From an optimization exercise on the open Yosys and OpenROAD flow, aimed at small area and a short achievable clock period; shortcuts taken in it are not production practice. Only simulation tests tie the RTL to the original design; equivalence was not proved. Power figures rest on the tool's default switching activity, not on a simulated workload.

--- flow/design.v ---
`timescale 1ns / 1ps
module FIR
#(
parameter data_in = 16,
parameter no_tap = 10
)
(
    input i_clk,
    input signed [data_in-1:0] i_serial_in ,
    input i_data_wr,
    output signed [2*data_in-1:0] o_data_out ,
    output o_data_rdy,
    input i_reset
    );
    reg [15:0] r [0:8];
    reg [15:0] hold;
    reg [25:0] acc;          
    reg        cy;
    reg [25:0] out;
    reg        rdy;
    reg        wr;           
    reg        ld;           
    reg  [3:0] lab;          
    reg  [3:0] k;            
    reg        e0;           
    reg        e1;           
    reg        repl;         
    reg        zap;          
    reg sA256, sA8, sAh, sAl, sB4n, sB4p, sBh, sB1;
    integer i;
    wire       wr_n  = !i_reset && i_data_wr && !wr;
    wire [3:0] lab_p = lab + 4'd1 + {3'd0, wr};
    wire [3:0] lab_n = (lab_p >= 4'd9) ? lab_p - 4'd9 : lab_p;
    wire [3:0] k_n   = wr ? 4'd1 : (k == 4'd11 ? 4'd11 : k + 4'd1);
    wire       e0_n  = e0 && !wr;
    wire       e1_n  = wr ? e0 : e1;
    wire       rd_n  = (k_n != 4'd0) && (k_n <= 4'd9);    
    wire       rr_n  = rd_n && !e1_n;                      
    wire [3:0] age_n = (lab_n == 4'd0) ? 4'd9 : lab_n;     
    always @(posedge i_clk) begin
        wr   <= wr_n;
        ld   <= wr_n && !e0;
        rdy  <= !i_reset && wr;
        lab  <= i_reset ? 4'd0 : lab_n;
        k    <= k_n;
        e0   <= i_reset || e0_n;
        e1   <= i_reset || e1_n;
        repl <= (lab_n == 4'd0) && (k_n >= 4'd2) && (k_n <= 4'd10);
        zap  <= e1_n && (lab_n != 4'd0);
        sA256<= rr_n && (age_n == 4'd3 || age_n == 4'd5 || age_n == 4'd9);
        sB4n <= rr_n && (age_n == 4'd3 || age_n == 4'd5 || age_n == 4'd9);
        sA8  <= rr_n && (age_n == 4'd4 || age_n == 4'd6);
        sB4p <= rr_n && (age_n == 4'd4 || age_n == 4'd6);
        sB1  <= rr_n && (age_n == 4'd7);
        sAl  <= rr_n && (age_n == 4'd2 || age_n == 4'd8);
        sAh  <= rd_n && !e0_n && (age_n == 4'd1);
        sBh  <= rd_n && !e0_n && (age_n == 4'd1);
    end
    always @(posedge i_clk) begin
        r[0] <= repl ? hold : (zap ? 16'd0 : r[8]);
        for (i = 1; i < 9; i = i + 1) r[i] <= r[i-1];
        if (wr) hold <= i_serial_in;
    end
    wire [15:0] x  = r[8];
    wire [15:0] fx = {~x[15], x[14:0]};                
    wire [15:0] gx = {x[15], ~x[14:0]};                
    wire [15:0] fl = {~r[7][15], r[7][14:0]};
    wire [15:0] fh = {~hold[15], hold[14:0]};
    wire [25:0] laneA = (sA256 ? {2'd0, fx, 8'd0}  : 26'd0)
                      | (sA8   ? {7'd0, fx, 3'd0}  : 26'd0)
                      | (sAh   ? {7'd0, fh, 3'd0}  : 26'd0)
                      | (sAl   ? {10'd0, fl}       : 26'd0);
    wire [25:0] laneB = (sB4n  ? {8'd0, gx, 2'd0}  : 26'd0)
                      | (sB4p  ? {8'd0, fx, 2'd0}  : 26'd0)
                      | (sBh   ? {9'd0, fh, 1'd0}  : 26'd0)
                      | (sB1   ? {10'd0, fx}       : 26'd0);
    wire [25:0] cinit = e0 ? 26'h3fb0000 : 26'h267800c;
    wire [25:0] a0 = wr ? cinit : acc;
    wire [25:0] ps = a0 ^ laneA ^ laneB;
    wire [25:0] pc = {(a0[24:0] & laneA[24:0]) | (a0[24:0] & laneB[24:0]) | (laneA[24:0] & laneB[24:0]), 1'b0};
    wire [13:0] lo = {1'b0, ps[12:0]} + {1'b0, pc[12:0]};
    wire [13:0] hc = {ps[25:13], 1'b1} + {pc[25:13], cy & !wr};
    wire [12:0] hi = hc[13:1];
    always @(posedge i_clk) begin
        acc <= {hi, lo[12:0]};
        cy  <= lo[13];
        if (i_reset) out <= 26'd0;
        else if (ld) out <= acc;
    end
    assign o_data_rdy = rdy;
    assign o_data_out = {{6{out[25]}}, out};
endmodule
--- flow/flow/run.sh ---
#!/bin/bash
# Standard ORFS layout (the standard.sh), with repair_timing asked to
# leave more setup slack than the default so it keeps improving the paths.
set -euo pipefail
bash standard.sh SETUP_SLACK_MARGIN=7 "BUFFER_PORTS_ARGS=-buffer_cell sky130_fd_sc_hd__buf_2" "CTS_ARGS=-sink_clustering_enable -repair_clock_nets -dont_use_dummy_load -buf_list sky130_fd_sc_hd__clkbuf_8" finish > make_finish.log 2>&1
--- flow/standard.sh ---
#!/bin/bash
# synth_recipe.tcl (not shown) runs the flow's synth.tcl, then flattens the netlist and writes it again
# the make line also repeats each setting of config.mk as NAME=value (left out here)
make -C /OpenROAD-flow-scripts/flow DESIGN_CONFIG=/design/flow/config.mk WORK_HOME=/design/flow/orfs CLKGATE_MAP_FILE= SYNTH_SCRIPT=/design/flow/synth_recipe.tcl "${@:-finish}"
--- flow/config.mk ---
export PLATFORM = sky130hd
export DESIGN_NAME = FIR
export DESIGN_NICKNAME = FIR
export VERILOG_FILES = /design/flow/design.v
export SDC_FILE = /design/flow/constraint.sdc
export NUM_CORES = 4
export LEC_CHECK = 0
export CAP_MARGIN = 20
export CORE_MARGIN = 2
export CORE_UTILIZATION = 65
export PLACE_DENSITY = 0.75
export SLEW_MARGIN = 20
--- flow/constraint.sdc ---
create_clock -name core_clock -period 10.0 [get_ports {i_clk}]
set_input_delay 2.0000 -clock core_clock [delete_from_list [all_inputs] [get_ports {i_clk}]]
set_output_delay 2.0000 -clock core_clock [all_outputs]
set_load 0.01 [all_outputs]
==> results of run 1 <==
-- worst max-delay path, delay by kind of cell, from the launching register on --
kind	cells	cell delay, ns
fa+ha+maj	2	0.85
mux	1	0.23
compound gates	6	1.36
flops	1	0.36
buf+inv	1	0.11
simple gates	1	0.08
-- worst paths after layout --
check | startpoint | end | slack [ns] | depth (start not counted)
setup / recovery | sB4n | acc[12] | 6.91 | 11
hold / removal | r[1][3] | r[2][3] | 0.31 | 0
setup reg to reg | sB4n | acc[12] | 6.91 | 11
hold reg to reg | r[1][3] | r[2][3] | 0.31 | 0
-- kinds of logic (layout without fill, tap and decap cells) --
family	count (synthesis)	in the layout	synth area share (%)
flops	233	233	56.8
simple gates	220	220	12.2
compound gates	131	131	10.3
buf+inv	81	154	3.89
fa+ha+maj	55	55	9.87
xor+xnor	30	30	3.40
mux	30	30	3.54
-- per-stage QoR --
stage / hold WS [ns] / instances / worst slack [ns]
3_3_place_gp: 0.310 / 970 / 6.52
3_5_place_dp: 0.312 / 970 / 6.39
6_report: 0.307 / 1025 / 6.91
5_1_grt: 0.308 / 1025 / 6.79
4_1_cts: 0.309 / 1020 / 6.91
2_1_floorplan: 0.310 / 780 / 7.01
-- power breakdown --
part / switching, uW / internal, uW
Combinational: 505 / 421
Sequential: 153 / 1190
Clock: 303 / 310
Total: 961 / 1920
-- final cells by class --
type                    count  area [um2]
flip-flops and latches    233        4860
multi-input cells         466        3510
fillers                   834        2940
clock buffers              35         482
repair buffers             71         479
well taps                 172         215
inverters                  47         188
repair inverters            1        5.00
-- registers in the layout, summed over array words and instances, names as in the netlist, 4 cells and up --
register / flops
out: 26
r: 144
lab: 4
acc: 26
k: 4
hold: 16
-- layout by cell type (no fill, tap or decap), drive strengths merged, types with 3 or more instances in the layout --
cell,n
or2,4
nor4,3
nor2,54
and2,8
nand2,86
a221oi,10
clkbuf,35
edfxtp,16
a21o,7
buf,71
nand2b,26
ha,35
nand3,8
nor2b,9
a22oi,5
nor3,9
o21ai,41
dfxtp,217
xnor2,20
o211ai,4
xor2,10
inv,46
a222oi,6
a21boi,3
and3,6
o21a,6
mux2i,30
a31oi,5
fa,20
a21oi,27
-- routing by layer --
layer	up-vias	wire (um)	global-route usage, %
met3	43	1050	4.97
met1	2655	8030	34.9
met4	0	449	8.73
met2	225	8050	39.7
met5	-	0	0
li1	2763	-	-
-- what timing repair did --
action                                  CTS  global route
pin swaps                                 8            23
hold endpoints to repair                  0             0
endpoints found under the setup margin   30            23
buffers inserted                         14             5
cloned                                    1             0
resized for setup                        27            37
hold buffers                              0             0
==> load_flow_metrics.sql, run 1 <==
INSERT INTO impl_metrics (metric_group, metric, value, unit) VALUES
('status', 'run_status', 'complete, no violations', ''),
('synthesis', 'post_synth_num_cell_types', '59', ''),
('synthesis', 'synthDominantAreaCellType', 'sky130_fd_sc_hd__dfxtp_1', ''),
('synthesis', 'post_synth_main_area_contributors', 'sky130_fd_sc_hd__dfxtp_1 51%, sky130_fd_sc_hd__edfxtp_1 5.7%, sky130_fd_sc_hd__ha_1 5.2%, sky130_fd_sc_hd__fa_1 4.7%, sky130_fd_sc_hd__nand2_1 3.8%', ''),
('floorplan', 'rows', '41', ''),
('global_routing', 'grt_max_degree', '35', ''),
('synthesis', 'postSynth.asyncResetShare', '0', '%'),
('synthesis', 'most_used_standard_cells_in_the_synthesized_netlist', '217 x sky130_fd_sc_hd__dfxtp_1, 86 x sky130_fd_sc_hd__nand2_1, 53 x sky130_fd_sc_hd__nor2_1', ''),
('sta', 'post-route-period-util', '30.9', '%'),
('clock_network', 'tritoncts', 'done', ''),
('route', 'drtAntennaViolNets', '0', ''),
('placed_design', 'buffer_ports.inserted', '51', ''),
('floorplan', 'floorplan.initialDensity', '67.0', '%'),
('floorplan', 'top_level_ports', '52', ''),
('power_and_ir_drop', 'post-layout-total-power', '2880', 'uW'),
('hold_path', 'min_path_type', 'reg2reg', ''),
('setup_path', 'cp.arrival', '3.46', 'ns'),
('route', 'drt_first_pass_iters', '5', ''),
('route', 'routed_wire_length_per_instance', '17.1', 'um'),
('sta', 'finalHoldViolations', '0', ''),
('layout', 'areaGrowthSynthToFinish', '14.6', '%'),
('setup_path', 'worstPathMaxFanout', '4', ''),
('global_routing', 'globalRouteTotalUtil', '25.2', '%'),
('global_routing', 'antenna_found_initial', '0', ''),
('setup_path', 'timing_worst_setup_path_type', 'reg2reg', ''),
('synthesis', 'synth_top_area_share', '51.1', '%'),
('power_and_ir_drop', 'pwr_density_cell', '296', 'mW/mm2'),
('synthesis', 'postSynthRegisterBits', '233', ''),
('clock_network', 'post_cts_clock_slew_at_the_launch_and_capture_registers_of_the_worst_setup_and_hold_paths', '0.08', 'ns'),
('placed_design', 'globalplace.congestion', '0.861', ''),
('clock_network', 'numCtsBuffers', '35', ''),
('synthesis', 'synth_edf_count', '16', ''),
('sta', 'report.final.setup_viol', '0', ''),
('floorplan', 'die_h', '118', 'um'),
('synthesis', 'synthFlopType', 'sky130_fd_sc_hd__dfxtp_1', ''),
('sta', 'skew', '0.0445', 'ns'),
('layout', 'post_route_cells_drive_above_1_share', '19.5', '%'),
('setup_path', 'endpoint_kind', 'register', ''),
('route', 'detail_route.drc_violations', '0', ''),
('synthesis', 'synth_sequential_area_ratio', '56.8', '%'),
('sta', 'fmaxAchievable', '0.323', 'GHz'),
('setup_path', 'slowest_stage_cell_crit_path', 'sky130_fd_sc_hd__fa_2', ''),
('setup_path', 'path_cells', 'clkinvlp_4 > o21ai_0 > a221o_1 > fa_2 > ha_4 > a211oi_2 > o21bai_1 > o311a_1 > a311oi_2 > mux2i_1 > nand3_1', ''),
('power_and_ir_drop', 'leakagePower', '0.00418', 'uW'),
('floorplan', 'design.die.area', '0.0140', 'mm2'),
('floorplan', 'fp.dieW', '118', 'um'),
('flow_run', 'drv.max_cap_violation_count', '0', ''),
('synthesis', 'synth_fp_nets', '854', ''),
('clock_network', 'ctsLongestPathBuffers', '3', ''),
('synthesis', 'ys.warnings.count', '2', ''),
('global_routing', 'vias_in_the_first_global_route', '5646', ''),
('clock_network', 'worst_skew_pair.late_latency', '0.53', 'ns'),
('synthesis', 'syn-cell-area', '0.00849', 'mm2'),
('sta', 'finalMaxSlewViolations', '0', ''),
('layout', 'final_nets', '929', ''),
('sta', 'fin_crit', '3.09', 'ns'),
('synthesis', 'post-synth-top-count-cell', 'sky130_fd_sc_hd__dfxtp_1', ''),
('sta', 'worst_slew_pin_slew', '0.989', 'ns'),
('route', 'via_count', '5686', ''),
('floorplan', 'core_area', '0.0127', 'mm2'),
('sta', 'timing.max_slew.rel_slack', '34.0', '%'),
('clock_network', 'tritoncts_num_sinks', '233', ''),
('global_routing', 'wire_length_of_the_first_global_routing_pass', '28000', 'um'),
('placed_design', 'placed_cell_area', '0.00882', 'mm2'),
('route', 'drt_wl_total', '17600', 'um'),
('clock_network', 'cts_htree_levels', '2', ''),
('layout', 'finalCoreUtilization', '76.8', '%'),
('route', 'detail_route.vias_per_cell', '5.55', ''),
('layout', 'final_area', '0.00973', 'mm2'),
('setup_path', 'timing.critical_path.required', '10.37', 'ns'),
('setup_path', 'slowest_delay', '0.63', 'ns');
==> inputs of run 2 (changes only) <==
--- a/flow/design.v
+++ b/flow/design.v
@@ -17,3 +17,3 @@
     reg [25:0] acc;          
-    reg        cy;
+    reg        c1, c2;
     reg [25:0] out;
@@ -80,10 +80,12 @@
     wire [25:0] pc = {(a0[24:0] & laneA[24:0]) | (a0[24:0] & laneB[24:0]) | (laneA[24:0] & laneB[24:0]), 1'b0};
-    wire [13:0] lo = {1'b0, ps[12:0]} + {1'b0, pc[12:0]};
-    wire [13:0] hc = {ps[25:13], 1'b1} + {pc[25:13], cy & !wr};
-    wire [12:0] hi = hc[13:1];
+    wire [9:0]  lo = {1'b0, ps[8:0]} + {1'b0, pc[8:0]};
+    wire [10:0] mc = {1'b0, ps[17:9], 1'b1} + {1'b0, pc[17:9], c1 & !wr};
+    wire [8:0]  hc = {ps[25:18], 1'b1} + {pc[25:18], c2 & !wr};
+    wire [7:0]  ohi = acc[25:18] + {7'd0, c2};
     always @(posedge i_clk) begin
-        acc <= {hi, lo[12:0]};
-        cy  <= lo[13];
+        acc <= {hc[8:1], mc[9:1], lo[8:0]};
+        c1  <= lo[9];
+        c2  <= mc[10];
         if (i_reset) out <= 26'd0;
-        else if (ld) out <= acc;
+        else if (ld) out <= {ohi, acc[17:0]};
     end
==> load_flow_metrics.sql, run 2 <==
INSERT INTO impl_metrics (metric_group, metric, value, unit) VALUES
('floorplan', 'rows', '41', ''),
('floorplan', 'floorplan.initialDensity', '67.2', '%'),
('synthesis', 'post_synth_num_cell_types', '55', ''),
('layout', 'filler_cell_count', '891', ''),
('placed_design', 'globalplace.congestion', '0.872', ''),
('layout', 'largest_reg_by_ff_count', 'r', ''),
('synthesis', 'syn-cell-area', '0.00855', 'mm2'),
('setup_path', 'worstReg2RegStart', 'sBh', ''),
('clock_network', 'post_cts_clock_slew_at_the_launch_and_capture_registers_of_the_worst_setup_and_hold_paths', '0.06', 'ns'),
('synthesis', 'synth-adder-area-share', '10.3', '%'),
('setup_path', 'slowest_delay', '0.36', 'ns'),
('sta', 'finalHoldViolations', '0', ''),
('sta', 'finalMaxSlewViolations', '0', ''),
('layout', 'areaGrowthSynthToFinish', '12.4', '%'),
('setup_path', 'worst-path-buf-inv', '1', ''),
('synthesis', 'synthDominantAreaCellType', 'sky130_fd_sc_hd__dfxtp_1', ''),
('synthesis', 'ys.warnings.count', '2', ''),
('setup_path', 'endpoint_kind', 'output pin', ''),
('layout', 'final_common_cell', 'sky130_fd_sc_hd__dfxtp_1', ''),
('synthesis', 'synth_compound_gate_area_share', '10.1', '%'),
('setup_path', 'critical_path.startpoint_type', 'register', ''),
('synthesis', 'synth_simple_gate_area_share', '11.6', '%'),
('synthesis', 'synthFlopType', 'sky130_fd_sc_hd__dfxtp_1', ''),
('synthesis', 'synth_sequential_area_ratio', '56.6', '%'),
('global_routing', 'vias_in_the_first_global_route', '5911', ''),
('floorplan', 'fp.dieW', '119', 'um'),
('synthesis', 'synth.area.mux_share', '3.51', '%'),
('setup_path', 'timing.critical_path.required', '8.00', 'ns'),
('sta', 'report.final.setup_viol', '0', ''),
('route', 'drt_first_pass_iters', '5', ''),
('synthesis', 'synthesis.instances', '790', ''),
('layout', 'largest_registers', 'r x144, acc x26, out x26', ''),
('setup_path', 'slowest_stage_cell_crit_path', 'sky130_fd_sc_hd__dfxtp_4', ''),
('setup_path', 'critical-path-top-delay-family', 'flip-flops', ''),
('clock_network', 'clockRootBuffer', 'sky130_fd_sc_hd__clkbuf_8', ''),
('synthesis', 'synth_edf_count', '16', ''),
('sta', 'timing.max_slew.rel_slack', '55.6', '%'),
('clock_network', 'cts-hold-fix-buffers', '0', ''),
('floorplan', 'top_level_ports', '52', ''),
('sta', 'fin_crit', '2.98', 'ns'),
('power_and_ir_drop', 'vdd_drop_max', '0.201', 'mV'),
('hold_path', 'hold_path.startpoint', 'r[2][1]', ''),
('sta', 'setup_repair_after_global_routing_missed_its_margin', 'true', ''),
('route', 'detail_route.vias_per_cell', '5.58', ''),
('placed_design', 'buffer_ports.inserted', '51', ''),
('layout', 'final_nets', '939', ''),
('synthesis', 'postSynthRegisterBits', '234', ''),
('clock_network', 'ctsLongestPathBuffers', '3', ''),
('layout', 'most-common-layout-cells', '203 x sky130_fd_sc_hd__dfxtp_1, 88 x sky130_fd_sc_hd__nand2_1, 59 x sky130_fd_sc_hd__nor2_1, 54 x sky130_fd_sc_hd__inv_1, 52 x sky130_fd_sc_hd__buf_2', ''),
('sta', 'post-route-period-util', '29.8', '%'),
('clock_network', 'cts_htree_levels', '2', ''),
('synthesis', 'post-synth-top-count-cell', 'sky130_fd_sc_hd__dfxtp_1', ''),
('route', 'routed_wire_length_per_instance', '17.9', 'um'),
('floorplan', 'design.die.area', '0.0141', 'mm2'),
('global_routing', 'grt_max_degree', '35', ''),
('route', 'via_count', '5757', ''),
('synthesis', 'post_synth_main_area_contributors', 'sky130_fd_sc_hd__dfxtp_1 51%, sky130_fd_sc_hd__edfxtp_1 5.6%, sky130_fd_sc_hd__ha_1 5.4%, sky130_fd_sc_hd__fa_1 4.9%, sky130_fd_sc_hd__nand2_1 3.9%', ''),
('clock_network', 'worst_skew_pair.late_latency', '0.50', 'ns'),
('setup_path', 'worstPathMaxFanout', '8', ''),
('route', 'drt_wl_total', '18500', 'um'),
('setup_path', 'timing_worst_setup_path_type', 'reg2out', ''),
('global_routing', 'globalRouteTotalUtil', '26.4', '%'),
('synthesis', 'synth_fp_nets', '867', ''),
('floorplan', 'die_h', '119', 'um'),
('clock_network', 'tritoncts', 'done', ''),
('synthesis', 'synth_top_area_share', '51.0', '%'),
('route', 'detail_route.drc_violations', '0', ''),
('sta', 'skew', '0.0274', 'ns'),
('sta', 'fmaxAchievable', '0.335', 'GHz'),
('global_routing', 'wire_length_of_the_first_global_routing_pass', '29300', 'um'),
('placed_design', 'dp_hpwl', '12400', 'um'),
('floorplan', 'core_area', '0.0127', 'mm2'),
('global_routing', 'antenna_found_initial', '0', ''),
('setup_path', 'cp.arrival', '0.98', 'ns'),
('setup_path', 'crit_start', 'out[25]', ''),
('power_and_ir_drop', 'post-layout-total-power', '2640', 'uW'),
('status', 'run_status', 'complete, no violations', ''),
('synthesis', 'synth_top_family_by_area', 'simple AND/OR/NAND/NOR gates', ''),
('sta', 'worst_slew_pin_slew', '0.665', 'ns'),
('clock_network', 'tritoncts_num_sinks', '234', ''),
('clock_network', 'numCtsBuffers', '36', ''),
('setup_path', 'path_cells', 'buf_2', ''),
('flow_run', 'drv.max_cap_violation_count', '0', ''),
('hold_path', 'min_path_type', 'reg2reg', ''),
('layout', 'insertedDiodeCount', '0', ''),
('global_routing', 'grt.overflow.total', '0', ''),
('synthesis', 'syn_area_per_cell', '10.8', 'um2'),
('synthesis', 'yosys.area_share.xor_xnor', '3.47', '%'),
('route', 'dr.first_iter.drc_count', '447', ''),
('sta', 'finalSetupTns', '0', 'ns'),
('synthesis', 'most_used_standard_cells_in_the_synthesized_netlist', '218 x sky130_fd_sc_hd__dfxtp_1, 89 x sky130_fd_sc_hd__nand2_1, 59 x sky130_fd_sc_hd__nor2_1', ''),
('power_and_ir_drop', 'leakagePower', '0.00421', 'uW'),
('route', 'drtAntennaViolNets', '0', ''),
('layout', 'largest_register_ff_count', '144', ''),
('layout', 'post_route_cells_drive_above_1_share', '16.7', '%'),
('power_and_ir_drop', 'pwr_density_cell', '275', 'mW/mm2'),
('synthesis', 'postSynth.asyncResetShare', '0', '%');
run 2: cell count changes after synthesis, moves of 4 or more:
cell,before,now
sky130_fd_sc_hd__nor2_1,53,59
sky130_fd_sc_hd__a211oi_1,2,10
sky130_fd_sc_hd__a21oi_1,25,21
sky130_fd_sc_hd__nand2b_1,26,19
sky130_fd_sc_hd__mux2i_1,30,24
sky130_fd_sc_hd__inv_1,46,55
sky130_fd_sc_hd__o21ai_1,4,0
sky130_fd_sc_hd__xnor2_1,18,23
run 2: area by class of cell:
| type | count | area [um2] | area share [%] |
|---|---|---|---|
| Inverter | 56 | 219 | 2.28 |
| Sequential cell | 234 | 4880 | 50.7 |
| Timing Repair Buffer | 67 | 397 | 4.12 |
| Clock buffer | 36 | 495 | 5.15 |
| Tap cell | 172 | 215 | 2.24 |
| Multi-Input combinational cell | 467 | 3410 | 35.5 |
run 2: path summary, 6_finish.rpt:
check / endpoint / slack (ns) / cells after the start
setup / recovery: o_data_out[31] / 7.02 / 1
hold / removal: r[3][1] / 0.32 / 0
setup reg to reg: c1 / 7.13 / 11
hold reg to reg: r[3][1] / 0.32 / 0
run 2: kinds of logic (layout without fill, tap and decap cells):
family | count (synthesis) | in the layout
buffers and inverters | 89 | 159
adders and majority gates | 58 | 58
muxes | 28 | 28
AOI/OAI and AO/OA | 128 | 128
DFF | 234 | 234
and+or+nand+nor | 220 | 220
xor gates and xnor gates | 33 | 33
run 2: routing by layer:
metal	GRT usage [%]	vias to the layer above	wire length [um]
li1	-	2768	-
met1	33.5	2715	7910
met2	44.7	220	8980
met3	5.12	54	1050
met4	10.3	0	551
met5	0	-	0
run 2: where the power goes:
part           switching [uW]  leakage [uW]  internal, uW  total (uW)
Sequential                158       0.00194          1190        1350
Clock                     308      0.000259           318         626
Combinational             377       0.00201           294         671
Total                     844       0.00421          1800        2640
run 2: timing repair:
action | 4_1_cts | 5_1_grt
setup buffers | 5 | 10
gates resized for setup | 16 | 20
pin swaps | 0 | 4
setup endpoints to repair | 28 | 23
run 2: stage by stage:
step,utilization (%),instance area (um2),hold slack [ns],cells,worst slack [ns]
finish,75.6,9620,0.317,1032,7.02
global route,75.6,9620,0.315,1032,6.98
detailed placement,69.9,8890,0.312,981,6.51
global placement,69.9,8890,0.309,981,6.59
CTS,74.5,9480,0.318,1022,7.00
floorplan,-,8580,0.310,790,7.04
==> inputs of run 3 (changes only) <==
==> flow/flow/run.sh (replaced) <==
#!/bin/bash
# Standard ORFS layout (the standard.sh), with repair_timing asked to
# leave more setup slack than the default so it keeps improving the paths.
set -euo pipefail
bash standard.sh SETUP_SLACK_MARGIN=7 "BUFFER_PORTS_ARGS=-buffer_cell sky130_fd_sc_hd__buf_1" "CTS_ARGS=-sink_clustering_enable -repair_clock_nets -dont_use_dummy_load -buf_list sky130_fd_sc_hd__clkbuf_8 -sink_clustering_size 20 -sink_clustering_max_diameter 60" finish > make_finish.log 2>&1
==> load_flow_metrics.sql, run 3 <==
INSERT INTO impl_metrics (metric_group, metric, value, unit) VALUES
('hold_path', 'hold_path.startpoint', 'r[2][13]', ''),
('global_routing', 'grt.overflow.total', '0', ''),
('global_routing', 'wire_length_of_the_first_global_routing_pass', '27700', 'um'),
('clock_network', 'worst_skew_pair.late_latency', '0.51', 'ns'),
('route', 'dr.first_iter.drc_count', '497', ''),
('sta', 'finalSetupTns', '0', 'ns'),
('clock_network', 'numCtsBuffers', '16', ''),
('synthesis', 'synth_sequential_area_ratio', '56.6', '%'),
('setup_path', 'ff2ff_path_depth', '11', ''),
('clock_network', 'tritoncts_num_sinks', '234', ''),
('route', 'detail_route.drc_violations', '0', ''),
('layout', 'final_nets', '920', ''),
('setup_path', 'worst-path-buf-inv', '1', ''),
('layout', 'post_route_cells_drive_above_1_share', '14.1', '%'),
('setup_path', 'timing_worst_setup_path_type', 'reg2out', ''),
('floorplan', 'rows', '41', ''),
('global_routing', 'globalRouteTotalUtil', '24.7', '%'),
('route', 'drt_wl_total', '17700', 'um'),
('layout', 'insertedDiodeCount', '0', ''),
('floorplan', 'design.die.area', '0.0141', 'mm2'),
('sta', 'finalHoldViolations', '0', ''),
('setup_path', 'reg_to_reg_critical_path_endpoint', 'c2', ''),
('synthesis', 'post_synth_main_area_contributors', 'sky130_fd_sc_hd__dfxtp_1 51%, sky130_fd_sc_hd__edfxtp_1 5.6%, sky130_fd_sc_hd__ha_1 5.4%, sky130_fd_sc_hd__fa_1 4.9%, sky130_fd_sc_hd__nand2_1 3.9%', ''),
('synthesis', 'postSynthRegisterBits', '234', ''),
('synthesis', 'ys.warnings.count', '2', ''),
('route', 'via_count', '5663', ''),
('hold_path', 'hold_depth', '0', ''),
('floorplan', 'fp.dieW', '119', 'um'),
('floorplan', 'floorplan.initialDensity', '67.2', '%'),
('setup_path', 'path_cells', 'buf_2', ''),
('synthesis', 'synth_fp_nets', '867', ''),
('synthesis', 'synthFlopType', 'sky130_fd_sc_hd__dfxtp_1', ''),
('synthesis', 'most_used_standard_cells_in_the_synthesized_netlist', '218 x sky130_fd_sc_hd__dfxtp_1, 89 x sky130_fd_sc_hd__nand2_1, 59 x sky130_fd_sc_hd__nor2_1', ''),
('clock_network', 'tritoncts', 'done', ''),
('route', 'routed_wire_length_per_instance', '17.5', 'um'),
('floorplan', 'top_level_ports', '52', ''),
('synthesis', 'synth_top_area_share', '51.0', '%'),
('placed_design', 'dp_hpwl', '12200', 'um'),
('layout', 'final_common_cell', 'sky130_fd_sc_hd__dfxtp_1', ''),
('sta', 'skew', '0.0499', 'ns'),
('layout', 'most-common-layout-cells', '189 x sky130_fd_sc_hd__dfxtp_1, 88 x sky130_fd_sc_hd__nand2_1, 59 x sky130_fd_sc_hd__nor2_1, 54 x sky130_fd_sc_hd__inv_1, 36 x sky130_fd_sc_hd__o21ai_0', ''),
('setup_path', 'critical-path-top-delay-family', 'flip-flops', ''),
('global_routing', 'vias_in_the_first_global_route', '5526', ''),
('synthesis', 'postSynth.asyncResetShare', '0', '%'),
('synthesis', 'synthesis.instances', '790', ''),
('synthesis', 'synth_edf_count', '16', ''),
('sta', 'report.final.setup_viol', '0', ''),
('clock_network', 'clockRootBuffer', 'sky130_fd_sc_hd__clkbuf_8', ''),
('layout', 'largest_registers', 'r x144, acc x26, out x26', ''),
('setup_path', 'worstReg2RegStart', 'r[8][2]', ''),
('flow_run', 'drv.max_cap_violation_count', '0', ''),
('placed_design', 'dp_worst_setup_slack', '6.51', 'ns'),
('sta', 'post-route-period-util', '30.3', '%'),
('setup_path', 'ff2ff_setup_slack', '7.10', 'ns'),
('clock_network', 'ctsLongestPathBuffers', '3', ''),
('floorplan', 'core_area', '0.0127', 'mm2'),
('status', 'run_status', 'complete, no violations', ''),
('sta', 'timing.max_slew.rel_slack', '33.5', '%'),
('floorplan', 'die_h', '119', 'um'),
('setup_path', 'timing.critical_path.required', '8.00', 'ns'),
('setup_path', 'worstSetupPathDepth', '1', ''),
('setup_path', 'critical_path.startpoint_type', 'register', ''),
('layout', 'largest_register_ff_count', '144', ''),
('placed_design', 'buffer_ports.inserted', '51', ''),
('hold_path', 'min_path_type', 'reg2reg', ''),
('sta', 'finalMaxSlewViolations', '0', ''),
('global_routing', 'antenna_found_initial', '0', ''),
('synthesis', 'post-synth-top-count-cell', 'sky130_fd_sc_hd__dfxtp_1', ''),
('setup_path', 'slowest_delay', '0.41', 'ns'),
('power_and_ir_drop', 'vdd_drop_max', '0.179', 'mV'),
('synthesis', 'syn-cell-area', '0.00855', 'mm2'),
('clock_network', 'post_cts_clock_slew_at_the_launch_and_capture_registers_of_the_worst_setup_and_hold_paths', '0.11', 'ns'),
('route', 'drt_first_pass_iters', '6', ''),
('layout', 'areaGrowthSynthToFinish', '9.62', '%'),
('synthesis', 'post_synth_num_cell_types', '55', ''),
('sta', 'fmaxAchievable', '0.330', 'GHz'),
('power_and_ir_drop', 'leakagePower', '0.00402', 'uW'),
('setup_path', 'slowest_stage_cell_crit_path', 'sky130_fd_sc_hd__dfxtp_4', ''),
('power_and_ir_drop', 'pwr_density_cell', '256', 'mW/mm2'),
('layout', 'filler_cell_count', '908', ''),
('layout', 'largest_reg_by_ff_count', 'r', ''),
('sta', 'setup_slack', '6.97', 'ns'),
('layout', 'finalCoreUtilization', '73.7', '%'),
('synthesis', 'synthDominantAreaCellType', 'sky130_fd_sc_hd__dfxtp_1', ''),
('sta', 'worst_slew_pin_slew', '0.996', 'ns'),
('hold_path', 'worst_hold_path.endpoint', 'r[3][13]', ''),
('setup_path', 'worstPathMaxFanout', '8', ''),
('synthesis', 'syn_area_per_cell', '10.8', 'um2'),
('route', 'drtAntennaViolNets', '0', ''),
('clock_network', 'cts_htree_levels', '1', ''),
('sta', 'setup_repair_after_global_routing_missed_its_margin', 'true', ''),
('route', 'detail_route.vias_per_cell', '5.59', ''),
('sta', 'final.hold.worst_slack', '0.328', 'ns'),
('sta', 'fin_crit', '3.03', 'ns'),
('placed_design', 'globalplace.congestion', '0.871', ''),
('global_routing', 'grt_max_degree', '35', ''),
('setup_path', 'endpoint_kind', 'output pin', ''),
('setup_path', 'cp.arrival', '1.03', 'ns');
==> run 3: stage by stage <==
stage	instances	power (uW)	instance area (um2)
2_1_floorplan	790	1790	8580
3_3_place_gp	982	1940	8830
3_5_place_dp	982	1970	8830
4_1_cts	1003	2380	9210
5_1_grt	1013	2540	9380
6_report	1013	2400	9380
==> run 3: routing by layer <==
layer	vias up	track usage (%)	share of wire (%)
li1	2736	-	-
met1	2674	34.4	45
met2	208	40.4	47
met3	45	3.19	5.2
met4	0	7.22	2.6
met5	-	0	0
==> run 3: where the power goes <==
part	leakage (uW)	internal (uW)	switching, uW
Sequential	0.00195	1180	155
Combinational	0.00196	291	365
Clock	0.000115	145	259
Total	0.00402	1620	779
==> run 3: worst max path at each step <==
stage / startpoint / end / slack (ns)
after floorplan: wr / c2 / 7.04
after global placement: sB4n / c2 / 6.58
after detailed placement: sB4n / c2 / 6.51
after CTS: out[25] / o_data_out[30] / 6.96
after global routing: out[25] / o_data_out[25] / 6.92
final: out[25] / o_data_out[25] / 6.97
==> run 3: logic make-up after synthesis <==
family / Yosys count / synth area share [%]
compound gates: 128 / 10.1
xor+xnor: 33 / 3.47
fa+ha+maj: 58 / 10.3
buf+inv: 89 / 4.29
flops: 234 / 56.6
mux: 28 / 3.51
simple gates: 220 / 11.6
==> run 3: area by class of cell <==
cell class | instances | area [um2] | area share, %
clock buffer | 16 | 220 | 2.35
inverter | 56 | 221 | 2.36
tap | 172 | 215 | 2.29
sequential | 234 | 4900 | 52.2
multi-input combinational | 467 | 3400 | 36.2
timing repair buffer | 68 | 425 | 4.54
==> run 3: what timing repair did <==
item,in CTS,in global routing
pin swaps,0,1
setup buffers,5,10
hold buffers,0,0
resized for setup,50,38
endpoints found under the setup margin,46,40
==> inputs of run 4 (changes only) <==
==> flow/flow/run.sh (replaced) <==
#!/bin/bash
# Standard ORFS layout (the standard.sh), with repair_timing asked to
# leave more setup slack than the default so it keeps improving the paths.
set -euo pipefail
bash standard.sh SETUP_SLACK_MARGIN=7 "BUFFER_PORTS_ARGS=-buffer_cell sky130_fd_sc_hd__buf_2" "CTS_ARGS=-sink_clustering_enable -repair_clock_nets -dont_use_dummy_load -root_buf sky130_fd_sc_hd__clkbuf_16 -tree_buf sky130_fd_sc_hd__clkbuf_16 -buf_list sky130_fd_sc_hd__clkbuf_8" finish > make_finish.log 2>&1
==> load_flow_metrics.sql, run 4 <==
INSERT INTO impl_metrics (metric_group, metric, value, unit) VALUES
('hold_path', 'hold_depth', '0', ''),
('synthesis', 'postSynthRegisterBits', '234', ''),
('layout', 'area.sequential', '0.00487', 'mm2'),
('synthesis', 'synthesis.instances', '790', ''),
('sta', 'finalSetupTns', '0', 'ns'),
('sta', 'timing.max_slew.rel_slack', '29.0', '%'),
('floorplan', 'die_h', '119', 'um'),
('placed_design', 'dp_hpwl', '12400', 'um'),
('setup_path', 'worstReg2RegStart', 'sB4n', ''),
('clock_network', 'ctsLongestPathBuffers', '3', ''),
('power_and_ir_drop', 'post-layout-total-power', '2700', 'uW'),
('sta', 'skew', '0.0275', 'ns'),
('layout', 'multi_input_area', '0.00341', 'mm2'),
('sta', 'finalHoldViolations', '0', ''),
('floorplan', 'design.die.area', '0.0141', 'mm2'),
('synthesis', 'most_used_standard_cells_in_the_synthesized_netlist', '218 x sky130_fd_sc_hd__dfxtp_1, 89 x sky130_fd_sc_hd__nand2_1, 59 x sky130_fd_sc_hd__nor2_1', ''),
('power_and_ir_drop', 'vdd_drop_max', '0.201', 'mV'),
('setup_path', 'critical-path-top-delay-family', 'flip-flops', ''),
('route', 'drt_wl_total', '18600', 'um'),
('floorplan', 'floorplan.initialDensity', '67.2', '%'),
('clock_network', 'post_cts_clock_slew_at_the_launch_and_capture_registers_of_the_worst_setup_and_hold_paths', '0.06', 'ns'),
('setup_path', 'ff2ff_setup_slack', '7.14', 'ns'),
('layout', 'post_route_cells_drive_above_1_share', '16.0', '%'),
('setup_path', 'slowest_delay', '0.35', 'ns'),
('global_routing', 'antenna_found_initial', '0', ''),
('layout', 'final_common_cell', 'sky130_fd_sc_hd__dfxtp_1', ''),
('synthesis', 'synth_edf_count', '16', ''),
('synthesis', 'synth_fp_nets', '867', ''),
('setup_path', 'ff2ff_path_depth', '11', ''),
('floorplan', 'fp.dieW', '119', 'um'),
('layout', 'filler_cell_count', '896', ''),
('layout', 'insertedDiodeCount', '0', ''),
('layout', 'final_nets', '936', ''),
('placed_design', 'buffer_ports.inserted', '51', ''),
('sta', 'worst_slew_pin_slew', '1.06', 'ns'),
('synthesis', 'syn_area_per_cell', '10.8', 'um2'),
('sta', 'final.hold.worst_slack', '0.318', 'ns'),
('synthesis', 'ys.warnings.count', '2', ''),
('clock_network', 'cts-hold-fix-buffers', '0', ''),
('sta', 'fmaxAchievable', '0.339', 'GHz'),
('power_and_ir_drop', 'pwr_density_cell', '280', 'mW/mm2'),
('setup_path', 'timing.critical_path.required', '8.00', 'ns'),
('route', 'detail_route.vias_per_cell', '5.62', ''),
('sta', 'finalMaxSlewViolations', '0', ''),
('global_routing', 'vias_in_the_first_global_route', '5908', ''),
('global_routing', 'wire_length_of_the_first_global_routing_pass', '29500', 'um'),
('setup_path', 'cp.arrival', '0.95', 'ns'),
('setup_path', 'worstPathMaxFanout', '2', ''),
('clock_network', 'tritoncts', 'done', ''),
('sta', 'setup_repair_after_global_routing_missed_its_margin', 'false', ''),
('global_routing', 'grt.overflow.total', '0', ''),
('synthesis', 'postSynth.asyncResetShare', '0', '%'),
('hold_path', 'worst_hold_path.endpoint', 'r[3][1]', ''),
('setup_path', 'worst-path-buf-inv', '1', ''),
('setup_path', 'endpoint_kind', 'output pin', ''),
('floorplan', 'rows', '41', ''),
('sta', 'fin_crit', '2.95', 'ns'),
('route', 'drtAntennaViolNets', '0', ''),
('clock_network', 'numCtsBuffers', '36', ''),
('status', 'run_status', 'complete, no violations', ''),
('route', 'dr.first_iter.drc_count', '475', ''),
('setup_path', 'timing_worst_setup_path_type', 'reg2out', ''),
('layout', 'largest_registers', 'r x144, acc x26, out x26', ''),
('layout', 'finalCoreUtilization', '75.8', '%'),
('layout', 'final_cells', '1029', ''),
('placed_design', 'globalplace.congestion', '0.872', ''),
('floorplan', 'top_level_ports', '52', ''),
('setup_path', 'reg_to_reg_critical_path_endpoint', 'c2', ''),
('setup_path', 'critical_path.startpoint_type', 'register', ''),
('route', 'routed_wire_length_per_instance', '18.1', 'um'),
('setup_path', 'slowest_stage_cell_crit_path', 'sky130_fd_sc_hd__dfxtp_1', ''),
('clock_network', 'clockRootBuffer', 'sky130_fd_sc_hd__clkbuf_16', ''),
('clock_network', 'cts_htree_levels', '2', ''),
('global_routing', 'globalRouteTotalUtil', '26.7', '%'),
('route', 'drt_first_pass_iters', '5', ''),
('clock_network', 'tritoncts_num_sinks', '234', ''),
('layout', 'largest_register_ff_count', '144', ''),
('flow_run', 'drv.max_cap_violation_count', '0', ''),
('route', 'detail_route.drc_violations', '0', ''),
('synthesis', 'synth_sequential_area_ratio', '56.6', '%'),
('route', 'via_count', '5787', ''),
('floorplan', 'core_area', '0.0127', 'mm2'),
('synthesis', 'post_synth_main_area_contributors', 'sky130_fd_sc_hd__dfxtp_1 51%, sky130_fd_sc_hd__edfxtp_1 5.6%, sky130_fd_sc_hd__ha_1 5.4%, sky130_fd_sc_hd__fa_1 4.9%, sky130_fd_sc_hd__nand2_1 3.9%', ''),
('sta', 'report.final.setup_viol', '0', ''),
('synthesis', 'synthFlopType', 'sky130_fd_sc_hd__dfxtp_1', ''),
('clock_network', 'worst_skew_pair.late_latency', '0.46', 'ns'),
('setup_path', 'path_cells', 'buf_2', ''),
('hold_path', 'hold_path.startpoint', 'r[2][1]', ''),
('power_and_ir_drop', 'leakagePower', '0.00422', 'uW'),
('synthesis', 'synthDominantAreaCellType', 'sky130_fd_sc_hd__dfxtp_1', ''),
('placed_design', 'post-place-cells', '981', ''),
('hold_path', 'min_path_type', 'reg2reg', ''),
('global_routing', 'grt_max_degree', '35', ''),
('synthesis', 'post_synth_num_cell_types', '55', ''),
('layout', 'largest_reg_by_ff_count', 'r', ''),
('synthesis', 'post-synth-top-count-cell', 'sky130_fd_sc_hd__dfxtp_1', ''),
('synthesis', 'synth_top_area_share', '51.0', '%'),
('synthesis', 'syn-cell-area', '0.00855', 'mm2'),
('layout', 'most-common-layout-cells', '209 x sky130_fd_sc_hd__dfxtp_1, 88 x sky130_fd_sc_hd__nand2_1, 59 x sky130_fd_sc_hd__nor2_1, 54 x sky130_fd_sc_hd__inv_1, 52 x sky130_fd_sc_hd__buf_2', ''),
('layout', 'areaGrowthSynthToFinish', '12.7', '%'),
('sta', 'post-route-period-util', '29.5', '%');
## run 4: cell counts after synthesis
No cell type changed its count.
## run 4: report_power, final
group | switching [uW] | total, uW | internal, uW
clock network | 315 | 678 | 363
registers | 160 | 1350 | 1190
logic | 378 | 672 | 294
total | 853 | 2700 | 1840
## run 4: logic make-up (layout without fill, tap and decap cells)
group	count (synthesis)	after routing	synth area share [%]
xor+xnor	33	33	3.47
fa+ha+maj	58	58	10.3
mux	28	28	3.51
buf+inv	89	156	4.29
compound gates	128	128	10.1
flops	234	234	56.6
simple gates	220	220	11.6
## run 4: repair_timing
item                                    CTS  global route
endpoints found under the setup margin   26            16
setup buffers                             4             8
gates resized for setup                  15            19
pin swaps                                 1             4
hold endpoints to repair                  0             0
## run 4: metal layers
layer | up-vias | global-route usage (%) | part of all wire [%]
met5 | - | 0 | 0
met4 | 0 | 10.3 | 2.7
met3 | 52 | 5.26 | 6.1
met2 | 238 | 45.3 | 49
met1 | 2734 | 33.6 | 42
li1 | 2763 | - | -
## run 4: cell type report
cell class | instances | share of cell area, %
inverter | 56 | 2.27
clock buffer | 36 | 5.72
sequential | 234 | 50.5
tap | 172 | 2.23
multi-input combinational | 467 | 35.4
timing repair buffer | 64 | 3.88
## run 4: worst max path at each step
stage,start,to,cells after the start
after floorplan,wr,c2,13
after global placement,sB4n,c2,12
after detailed placement,sB4n,c2,12
after CTS,wr,sB4n,11
after global routing,out[11],o_data_out[11],1
final,out[8],o_data_out[8],1
## run 4: per-stage QoR
stage | worst slack [ns] | instance area (um2)
2_1_floorplan | 7.04 | 8580
3_3_place_gp | 6.59 | 8890
3_5_place_dp | 6.51 | 8890
4_1_cts | 7.00 | 9530
5_1_grt | 7.00 | 9640
6_report | 7.05 | 9640

-- static timing again, ports no longer ideal --
The results above use ideal ports. As a check the final layouts listed here were re-extracted and re-timed, cells and wires unchanged. Step 1 sets driving cells, clkbuf_16 on the clock port and buf_2 on the other inputs (assumed; they add their load-dependent delay and slew). Step 2 adds t to the input delays and takes it off the output delays; t is the mean of the earliest and latest rising clock arrival at the registers after step 1. Input paths then give back, and output paths get back, about the clock's delay inside the block. Slacks: ideal ports / drivers / drivers and shift; pairs: ideal ports / drivers.
run | t, ns | setup WS [ns] | latest minus earliest clock arrival (ns) | worst slew at a driven data input, ns | pins driven straight from the clock port
run 1 | 0.541 | 6.906 / 6.906 / 6.906 | 0.053 / 0.052 | 0.03 | 1
run 2 | 0.526 | 7.018 / 6.981 / 6.994 | 0.032 / 0.033 | 0.04 | 1
run 3 | 0.518 | 6.972 / 6.935 / 7.097 | 0.050 / 0.050 | 0.03 | 1
run 4 | 0.491 | 7.052 / 7.009 / 7.000 | 0.034 / 0.034 | 0.04 | 1
After both steps setup and hold are still met in every run listed. The setup slack of run 4, which loses most, moves by -0.043 ns with the drivers and by -0.052 ns with both steps.
